What follows belongs to an exercise in optimizing a design on an open flow for small area and a short achievable clock period; a production flow would make more cautious choices.
Only simulation tests tie the RTL to the original design; equivalence was not proved.

===== flow/config.mk =====
export PLATFORM = sky130hd
export DESIGN_NAME = top
export DESIGN_NICKNAME = top
export VERILOG_FILES = /design/flow/design.v
export SDC_FILE = /design/flow/constraint.sdc
export NUM_CORES = 4
export LEC_CHECK = 0
export CAP_MARGIN = 20
export CORE_MARGIN = 2
export CORE_UTILIZATION = 40
export SLEW_MARGIN = 20

===== flow/constraint.sdc =====
create_clock -name core_clock -period 20.0 [get_ports {clk}]
set_input_delay 4.0000 -clock core_clock [delete_from_list [all_inputs] [get_ports {clk}]]
set_output_delay 4.0000 -clock core_clock [all_outputs]
set_load 0.01 [all_outputs]

===== flow/design.v =====
`timescale 1ns / 1ps
module top(
    input clk,rst,
    output [31:0]imem_addr,
    input [31:0]imem_rdata,
    output dmem_en,dmem_we,
    output [9:0]dmem_addr,
    output [31:0]dmem_wdata,
    input [31:0]dmem_rdata,
    output [31:0]memwdata,memaddra,
    output memreadM,memwriteM,
    output wb_en,
    output [4:0]wb_rd,
    output [31:0]wb_data
);
    reg [29:0] pcD, npcD;
    reg [31:0] instr;
    reg validD;
    wire [1:0]  st [0:31];
    wire [31:0] bw;
    wire [29:0] bdata [0:31];
    reg validE, errE, jumpE;
    reg [29:0] destE;
    reg [4:0] pcE;
    reg regwriteE, memreadE, memwriteE;
    reg [4:0] rdE;
    reg [2:0] f3E;
    reg alusrcE;
    reg [31:0] immE;
    reg fAM, fAW, fBM, fBW;
    reg [10:0] opE;
    reg [31:0] rd1, rd2;
    reg [31:0] rf [1:31];
    reg regwriteM, memreadM_r, memwriteM_r;
    reg [4:0] rdM;
    reg [2:0] f3M;
    reg [31:0] aluM, BM;
    reg [31:0] lineM;
    reg [2:0] ltagM;
    reg validM, dirtyM, teqM;
    reg regwriteW;
    reg [4:0] rdW;
    reg [31:0] wdW;
    reg [31:0] dc [0:31];
    reg [24:0] tg [0:31];
    reg [31:0] valid, dirty;
    reg hagain, wb_pend;
    reg [9:0] wb_addr;
    reg [31:0] wb_dat;
    localparam OADD=0, OSUB=1, OAND=2, OOR=3, OXOR=4, OSLL=5, OSRL=6, OSRA=7, OSLTU=8, OSLT=9, OPB=10;
    wire hitM = validM & teqM;
    wire rmiss = memreadM_r & ~hitM;
    wire mh = rmiss | hagain;
    wire wmiss_wb = ~hagain & memwriteM_r & validM & ~teqM & dirtyM;
    wire [4:0] idxM = aluM[6:2];
    assign dmem_en = hagain ? wb_pend : (rmiss | wmiss_wb);
    assign dmem_we = hagain ? wb_pend : wmiss_wb;
    assign dmem_addr = hagain ? wb_addr : (rmiss ? aluM[9:0] : {ltagM, idxM, 2'b00});
    assign dmem_wdata = hagain ? wb_dat : lineM;
    assign memaddra = aluM;
    assign memwdata = BM;
    assign memreadM = memreadM_r;
    assign memwriteM = memwriteM_r;
    reg [31:0] ldext;
    always @(*) begin
        case (f3M)
            3'b000: ldext = {{24{lineM[7]}}, lineM[7:0]};
            3'b001: ldext = {{16{lineM[15]}}, lineM[15:0]};
            3'b010: ldext = lineM;
            3'b100: ldext = {24'b0, lineM[7:0]};
            3'b101: ldext = {16'b0, lineM[15:0]};
            default: ldext = 32'b0;
        endcase
    end
    wire [31:0] resM = memreadM_r ? ldext : aluM;
    wire dc_we = hagain | (~rmiss & memwriteM_r);
    wire [31:0] dc_wd = hagain ? dmem_rdata : BM;
    wire tg_we = ~hagain & (rmiss | memwriteM_r);
    wire v_set = tg_we;
    wire d_set = ~hagain & ~rmiss & memwriteM_r;
    always @(posedge clk) begin
        if (dc_we) dc[idxM] <= dc_wd;
        if (tg_we) tg[idxM] <= aluM[31:7];
    end
    always @(posedge clk or posedge rst) begin
        if (rst) begin
            valid <= 32'b0;
            dirty <= 32'b0;
            hagain <= 1'b0;
        end else begin
            if (v_set) valid[idxM] <= 1'b1;
            if (hagain) dirty[idxM] <= 1'b0;
            else if (d_set) dirty[idxM] <= 1'b1;
            hagain <= rmiss;
        end
    end
    always @(posedge clk) begin
        if (rmiss) begin
            wb_pend <= dirtyM;
            wb_addr <= {ltagM, idxM, 2'b00};
            wb_dat <= lineM;
        end
    end
    always @(posedge clk or posedge rst) begin
        if (rst) regwriteW <= 1'b0;
        else if (~mh) regwriteW <= regwriteM;
    end
    always @(posedge clk) begin
        if (~mh) begin
            rdW <= rdM;
            wdW <= resM;
        end
    end
    assign wb_en = regwriteW & ~mh;
    assign wb_rd = rdW;
    assign wb_data = wdW;
    wire [31:0] A  = fAM ? aluM : (fAW ? wdW : rd1);
    wire [31:0] Bf = fBM ? aluM : (fBW ? wdW : rd2);
    wire [31:0] Bo = alusrcE ? immE : Bf;
    wire sub = opE[OSUB] | opE[OSLT] | opE[OSLTU];
    wire [32:0] sum = {1'b0, A} + {1'b0, sub ? ~Bo : Bo} + {32'b0, sub};
    wire ltu = ~sum[32];
    wire lts = (A[31] ^ Bo[31]) ? A[31] : sum[31];
    wire big = |Bo[31:5];
    wire [4:0] sh = Bo[4:0];
    wire [31:0] sll_r = A << sh;
    wire [31:0] srl_r = A >> sh;
    wire [31:0] sra_r = $signed(A) >>> sh;
    wire [31:0] ansE =
          ({32{opE[OADD] | opE[OSUB]}} & sum[31:0])
        | ({32{opE[OAND]}} & (A & Bo))
        | ({32{opE[OOR]}}  & (A | Bo))
        | ({32{opE[OXOR]}} & (A ^ Bo))
        | ({32{opE[OSLL] & ~big}} & sll_r)
        | ({32{opE[OSRL] & ~big}} & srl_r)
        | ({32{opE[OSRA]}} & (big ? {32{A[31]}} : sra_r))
        | {31'b0, (opE[OSLTU] & ltu) | (opE[OSLT] & lts)}
        | ({32{opE[OPB]}} & Bo);
    wire [31:0] aN = mh ? aluM : sum[31:0];
    wire [4:0] idxN = aN[6:2];
    wire same = idxN == idxM;
    wire [31:0] lineN = (dc_we & same) ? dc_wd : dc[idxN];
    wire [24:0] tagN = (tg_we & same) ? aluM[31:7] : tg[idxN];
    wire validN = (v_set & same) | valid[idxN];
    wire dirtyN = (same & hagain) ? 1'b0 : ((same & d_set) | dirty[idxN]);
    wire teqN = tagN == aN[31:7];
    always @(posedge clk) begin
        lineM <= lineN;
        ltagM <= tagN[2:0];
        teqM <= teqN;
    end
    always @(posedge clk or posedge rst) begin
        if (rst) begin
            validM <= 1'b0;
            dirtyM <= 1'b0;
        end else begin
            validM <= validN;
            dirtyM <= dirtyN;
        end
    end
    always @(posedge clk or posedge rst) begin
        if (rst) begin
            regwriteM <= 1'b0;
            memreadM_r <= 1'b0;
            memwriteM_r <= 1'b0;
        end else if (~mh) begin
            regwriteM <= regwriteE;
            memreadM_r <= memreadE;
            memwriteM_r <= memwriteE;
        end
    end
    always @(posedge clk) begin
        if (~mh) begin
            rdM <= rdE;
            f3M <= f3E;
            aluM <= ansE;
            BM <= Bf;
        end
    end
    wire [4:0] op5 = instr[6:2];
    wire [2:0] f3 = instr[14:12];
    wire [4:0] rs1D = instr[19:15];
    wire [4:0] rs2D = instr[24:20];
    wire [4:0] rdD = instr[11:7];
    wire isR = op5 == 5'b01100;
    wire isI = op5 == 5'b00100;
    wire isLd = op5 == 5'b00000;
    wire isSt = op5 == 5'b01000;
    wire isB = op5 == 5'b11000;
    wire isJal = op5 == 5'b11011;
    wire isJalr = op5 == 5'b11001;
    wire isLui = op5 == 5'b01101;
    wire isAuipc = op5 == 5'b00101;
    wire regwriteD = isR | isI | isLd | isJal | isJalr | isLui | isAuipc;
    wire branchD = isB | isJal | isJalr;
    wire [31:0] immI = {{20{instr[31]}}, instr[31:20]};
    wire [31:0] immS = {{20{instr[31]}}, instr[31:25], instr[11:7]};
    wire [31:0] offB = {{19{instr[31]}}, instr[31], instr[7], instr[30:25], instr[11:8], 1'b0};
    wire [31:0] offJ = {{11{instr[31]}}, instr[31], instr[19:12], instr[20], instr[30:21], 1'b0};
    wire [31:0] immU = {instr[31:12], 12'b0};
    wire L1 = isR | isI | isLd | isSt | isB | isJalr;
    wire L2 = isR | isSt | isB;
    wire hz = memreadE & (rdE != 5'b0) & (((rs1D == rdE) & L1) | ((rs2D == rdE) & L2));
    wire [31:0] rfr1 = rf[rs1D];
    wire [31:0] rfr2 = rf[rs2D];
    wire [31:0] rf1 = (rs1D == 5'b0) ? 32'b0 : ((regwriteW & (rs1D == rdW)) ? wdW : rfr1);
    wire [31:0] rf2 = (rs2D == 5'b0) ? 32'b0 : ((regwriteW & (rs2D == rdW)) ? wdW : rfr2);
    wire fAMn = regwriteE & (rdE != 5'b0) & (rdE == rs1D);
    wire fAWn = regwriteM & (rdM != 5'b0) & (rdM == rs1D);
    wire fBMn = regwriteE & (rdE != 5'b0) & (rdE == rs2D);
    wire fBWn = regwriteM & (rdM != 5'b0) & (rdM == rs2D);
    wire [31:0] nA = fAMn ? ansE : (fAWn ? resM : rf1);
    wire [31:0] nB = fBMn ? ansE : (fBWn ? resM : rf2);
    wire ceq = nA == nB;
    wire cltu = nA < nB;
    wire clt = $signed(nA) < $signed(nB);
    reg cmpD;
    always @(*) begin
        case (f3)
            3'b000: cmpD = ceq;
            3'b001: cmpD = ~ceq;
            3'b100: cmpD = clt;
            3'b101: cmpD = ~clt;
            3'b110: cmpD = cltu;
            3'b111: cmpD = ~cltu;
            default: cmpD = 1'b0;
        endcase
    end
    wire [31:0] tbase = isJalr ? rf1 : {pcD, 2'b00};
    wire [31:0] toff = isAuipc ? immU : (isB ? offB : offJ);
    wire [31:0] tsum = tbase + toff;
    wire [30:0] pc1 = {1'b0, pcD} + 31'd1;
    wire eq_t = tsum[31:2] == npcD;
    wire eq_n = pc1[29:0] == npcD;
    wire takenD = isJal | isJalr | (isB & cmpD);
    wire errD = validD & (branchD ? (takenD ? ~eq_t : ~eq_n) : (~eq_n | pc1[30]));
    wire [29:0] destD = takenD ? tsum[31:2] : pc1[29:0];
    reg [10:0] opD;
    always @(*) begin
        opD = 11'b0;
        if (isR) begin
            case ({instr[30], f3})
                4'b0000: opD[OADD] = 1'b1;
                4'b1000: opD[OSUB] = 1'b1;
                4'b0111: opD[OAND] = 1'b1;
                4'b0110: opD[OOR] = 1'b1;
                4'b0100: opD[OXOR] = 1'b1;
                4'b0001: opD[OSLL] = 1'b1;
                4'b0101: opD[OSRL] = 1'b1;
                4'b1101: opD[OSRA] = 1'b1;
                4'b0011: opD[OSLTU] = 1'b1;
                4'b0010: opD[OSLT] = 1'b1;
                default: opD = 11'b0;
            endcase
        end else if (isI) begin
            case (f3)
                3'b000: opD[OADD] = 1'b1;
                3'b111: opD[OAND] = 1'b1;
                3'b110: opD[OOR] = 1'b1;
                3'b100: opD[OXOR] = 1'b1;
                3'b001: opD[OSLL] = 1'b1;
                3'b101: if (instr[30]) opD[OSRA] = 1'b1; else opD[OSRL] = 1'b1;
                3'b011: opD[OSLTU] = 1'b1;
                default: opD[OSLT] = 1'b1;
            endcase
        end else if (isJal | isJalr | isLui | isAuipc) opD[OPB] = 1'b1;
        else opD[OADD] = 1'b1;
    end
    wire alusrcD = isI | isLd | isSt | isJal | isJalr | isLui | isAuipc;
    wire [31:0] immD = isI ? (((f3 == 3'b001) | (f3 == 3'b101)) ? {27'b0, instr[24:20]} : immI) :
                       isSt ? immS :
                       isLui ? immU :
                       isAuipc ? tsum :
                       (isJal | isJalr) ? {pc1[29:0], 2'b00} : immI;
    wire bubble = errE | hz;
    always @(posedge clk or posedge rst) begin
        if (rst) begin
            validE <= 1'b0;
            errE <= 1'b0;
            jumpE <= 1'b0;
            regwriteE <= 1'b0;
            memreadE <= 1'b0;
            memwriteE <= 1'b0;
        end else if (~mh) begin
            validE <= validD & ~bubble;
            errE <= errD & ~bubble;
            jumpE <= takenD & ~bubble;
            regwriteE <= regwriteD & ~bubble;
            memreadE <= isLd & ~bubble;
            memwriteE <= isSt & ~bubble;
        end
    end
    always @(posedge clk) begin
        if (~mh) begin
            destE <= destD;
            pcE <= pcD[4:0];
            rdE <= rdD;
            f3E <= f3;
            alusrcE <= alusrcD;
            immE <= immD;
            opE <= opD;
            fAM <= fAMn;
            fAW <= fAWn;
            fBM <= fBMn;
            fBW <= fBWn;
            rd1 <= rf1;
            rd2 <= rf2;
            if (regwriteW & (rdW != 5'b0)) rf[rdW] <= wdW;
        end
    end
    wire [29:0] fpc = errE ? destE : npcD;
    assign imem_addr = {2'b00, fpc};
    wire [4:0] fi = fpc[4:0];
    wire [5:0] fi1 = {1'b0, fi} + 6'd1;
    wire [29:0] predN = bw[fi] ? bdata[fi] : {24'b0, fi1};
    always @(posedge clk or posedge rst) begin
        if (rst) begin
            pcD <= 30'b0;
            npcD <= 30'b0;
            instr <= 32'h00000013;
            validD <= 1'b0;
        end else if (~mh & (errE | ~hz)) begin
            pcD <= fpc;
            npcD <= predN;
            instr <= imem_rdata;
            validD <= 1'b1;
        end
    end
    wire [1:0] stl = st[pcE];
    reg st_we, buf_we;
    reg [1:0] st_d;
    always @(*) begin
        st_we = 1'b0;
        buf_we = 1'b0;
        st_d = stl;
        if (~mh) begin
            if (errE) begin
                st_we = 1'b1;
                if (jumpE) begin
                    if (stl == 2'b01) begin st_d = 2'b10; buf_we = 1'b1; end
                    else st_d = 2'b01;
                end else begin
                    if (stl == 2'b10) begin st_d = 2'b01; buf_we = 1'b1; end
                    else st_d = 2'b10;
                end
            end else if (validE) begin
                if (jumpE) begin
                    if (stl == 2'b10) begin st_d = 2'b11; st_we = 1'b1; end
                end else begin
                    if (stl == 2'b01) begin st_d = 2'b00; st_we = 1'b1; end
                end
            end
        end
    end
    genvar g;
    generate
        for (g = 0; g < 32; g = g + 1) begin : pe
            reg [1:0] s;
            reg w;
            reg [29:0] b;
            always @(posedge clk or posedge rst) begin
                if (rst) begin
                    s <= 2'b00;
                    w <= 1'b0;
                end else begin
                    if (st_we && pcE == g) s <= st_d;
                    if (buf_we && pcE == g) w <= 1'b1;
                end
            end
            always @(posedge clk) begin
                if (buf_we && pcE == g) b <= destE;
            end
            assign st[g] = s;
            assign bw[g] = w;
            assign bdata[g] = b;
        end
    endgenerate
endmodule

===== flow/run.sh =====
#!/bin/bash
# synth_recipe.tcl (not shown) runs the flow's synth.tcl, then flattens the netlist and writes it again
# the make line also repeats each setting of config.mk as NAME=value (left out here)
make -C /OpenROAD-flow-scripts/flow DESIGN_CONFIG=/design/flow/config.mk WORK_HOME=/design/flow/orfs CLKGATE_MAP_FILE= SYNTH_SCRIPT=/design/flow/synth_recipe.tcl finish

==> summary.txt <==
cell type report:
type / count / area (µm²)
Antenna cell: 11 / 27.53
Timing Repair Buffer: 720 / 6376
Clock buffer: 571 / 12000
Sequential cell: 4354 / 129400
Clock inverter: 269 / 2933
Tap cell: 6425 / 8039
Inverter: 169 / 668.1
Fill cell: 41736 / 260900
Multi-Input combinational cell: 7610 / 61110
worst max path at each step:
stage / cells after the start / from / endpoint / slack (ns)
after floorplan: 1 / rst / asynchronous set/reset pin / 8.73
after global placement: 36 / fBW / errE / 8.95
after detailed placement: 36 / fBW / errE / 9.01
after CTS: 36 / fBW / errE / 9.02
after global routing: 36 / fBW / errE / 8.39
final: 36 / fBW / errE / 8.74
worst max-delay path: cells and delay by family, from the launching register on:
family / cells / cell delay (ns)
AOI/OAI and AO/OA: 18 / 5.54
and+or+nand+nor: 10 / 2.44
buffers and inverters: 3 / 0.97
adders and majority gates: 2 / 0.89
muxes: 2 / 0.69
DFF: 1 / 0.33
xor gates and xnor gates: 1 / 0.23
cells by family (layout without fill, tap and decap cells):
family          after synthesis  in the layout  synth area share (%)
compound gates             2781           2781                 9.371
other cells                   1             13              0.001942
xor+xnor                    237            237                 1.089
buf+inv                    1049           1729                 2.090
mux                        1511           1511                 12.85
simple gates               2908           2908                 6.525
flops                      4354           4354                 66.96
fa+ha+maj                   171            171                 1.116
flip-flops by register name, summed over array words and instances, names as in the netlist, 5 cells and up, named ones only:
signal,flops
BM,32
aluM,32
dc,1024
destE,30
immE,32
instr,30
npcD,30
opE,11
pcD,30
pcE,5
pe.b,960
pe.s,64
pe.w,32
rd1,32
rd2,32
rdE,5
rdM,5
rdW,5
rf,992
tg,800
valid,32
wb_addr,8
wb_dat,32
wdW,32
per-stage QoR:
stage / utilization [%] / setup slack (ns) / hold slack, ns / cell area [µm²]
after CTS: 45.75 / 9.021 / 0.4240 / 220300
after global routing: 45.80 / 8.385 / 0.4358 / 220500
after detailed placement: 42.65 / 9.011 / 0.4127 / 205300
final: 45.81 / 8.740 / 0.4164 / 220500
after global placement: 42.62 / 8.952 / 0.4030 / 205200
after floorplan: - / 8.733 / 0.4003 / 193200
cells in the mapped netlist (all sizes together) (99+ instances only):
library cell / instances
clkbuf: 601
o22ai: 112
nor3: 166
dfrtp: 263
a211oi: 200
nor2: 641
a21oi: 826
a21o: 125
ha: 169
xor2: 104
xnor2: 131
a22oi: 191
inv: 159
nand2: 1455
mux2: 249
mux4: 749
a221oi: 136
o21ai: 564
nand3: 250
a22o: 99
mux2i: 513
edfxtp: 4081
buf: 279
metal layers:
metal	GRT usage (%)	wire length (µm)	part of all wire (%)
met1	36.40	265700	39
met2	42.65	313600	47
met3	4.684	62010	9.2
met4	10.94	32840	4.9
met5	0	103	0.015
==> results.json <==
{
  "run_status": "finished clean",
  "cts_inserted_buffers": 449,
  "worst_r2r_endpoint": "errE",
  "syn-cell-area_um2": 193100,
  "place_inst": 19263,
  "overflow": 0,
  "post_cts.repair.setup_buffers": 0,
  "io-pin-count": 246,
  "clk_pin_slew_ns": 0.07,
  "die_y_um": 698.9,
  "min-delay-path-class": "flip-flop to flip-flop",
  "post_cts_resize_count": 0,
  "drive_gt1_share_pct": 17.87,
  "chipWidth_um": 698.9,
  "regToRegSetupSlack_ns": 8.74,
  "design.die.area_um2": 488400,
  "wire_length_reported_by_the_detailed_router_mm": 674.2,
  "synth_top_cell_by_area": "edfxtp_1",
  "report.final.hold_viol_count": 0,
  "period_minus_ws_final_ns": 11.26,
  "first_global_vias": 119148,
  "finish.cell_count_without_fillers": 20129,
  "fin_nets": 13541,
  "cts_tree": "built",
  "holdBufCountCts": 0,
  "netlist_top_cells_area": "edfxtp_1, mux4_2, dfrtp_1, nand2_1, mux2i_1",
  "synth.avg_cell_area_um2": 14.84,
  "maxSlewHeadroom_pct": 6.768,
  "synth_enable_flop_cells": 4081,
  "vias_per_cell": 6.225,
  "global_route_wire_length_before_repair_mm": 932.9,
  "detailroute.via_count": 125302,
  "antenna_violations_before_repair": 36,
  "drtIter0Drc": 16894,
  "antenna_left": 0,
  "worst_path_most_repeated_cell": "a21oi_1",
  "synthFlopType": "edfxtp_1",
  "synthArstFlopShare_pct": 6.063,
  "worst_min_delay_path_startpoint": "f3E[1]",
  "critPathMaxFanout": 61,
  "fp.coreArea_um2": 481500,
  "worstHoldPathCells": 0,
  "cts.root.buffer_cell": "clkbuf_16",
  "setup_viol": 0,
  "synth.yosys.seq_area_share_pct": 66.96,
  "worstSetupStartpointType": "flip-flop",
  "worst_r2r_path_depth": 36,
  "grt_usage_pct": 26.74,
  "holdPathEnd": "f3M[1]",
  "crit_slowest_cell": "o21ai_0",
  "layout_commonest_cell": "edfxtp_1",
  "starting_utilization_of_the_core_area_pct": 40.12,
  "fin_worst_skew_ns": 0.1211,
  "wl_per_cell_um": 33.50,
  "max_freq_mhz": 88.81,
  "share_of_the_cycle_needed_by_the_critical_path_after_routing_pct": 56.30,
  "numPortBuffers": 241,
  "required_ns": 20.94,
  "clk_latency_ns": 1.08,
  "grt_max_degree": 179,
  "placementRows": 255,
  "netlist.area_leader.share_pct": 63.45,
  "drv_slew": 0,
  "syn2layout_area_growth_pct": 14.18,
  "critical_path.reg2reg.startpoint": "fBW",
  "worst_pin_slew_ns": 1.398,
  "htreeDepth": 5,
  "setup_repair_after_global_routing_missed_its_margin": "no",
  "cp_data_arrival_time_ns": 12.20,
  "crit_path_max_incr_delay_ns": 0.77,
  "cts_num_sinks": 4354,
  "cts_buffer_depth": 4,
  "netlist_instances": 13012,
  "timing_worst_setup_path_type": "flip-flop to flip-flop",
  "final_cell_mix": "edfxtp_1, nand2_1, a21oi_1, mux4_2, o21ai_0",
  "setup.worst_path.end_class": "flip-flop",
  "synth-seq-cells": 4354,
  "setup_total_negative_slack_ns": 0,
  "drt_pre_antenna_iters": 6,
  "routabilityCongestion": 0.9731,
  "yosys_warnings": 1,
  "yosys.cell_types.count": 96,
  "post-route-drc-count": 0,
  "max_cap_violations": 0,
  "hpwlAfterDp_mm": 405.7
}

port drivers added, routing unchanged:
The flow's constraints put no driver on any port. The routed layout listed below was extracted and timed again, unchanged, in two steps.
Step 1 sets driving cells, clkbuf_16 on the clock port and buf_2 on the other inputs (assumed; they add their load-dependent delay and slew).
Step 2 moves the port delays by t, midway between the first and last clock arrival at a register: inputs arrive t later, outputs are due t later. That takes back most of the time a late clock gives input paths.
Slacks: ideal ports / drivers / drivers and shift; pairs: ideal ports / drivers.
t (ns): 1.159
setup slack, ns: 8.740 / 8.740 / 8.740
worst setup path at the end: register to register
After both steps this run still meets setup and hold. The setup slack of this run moves by 0.000 ns with the drivers and by 0.000 ns with both steps.
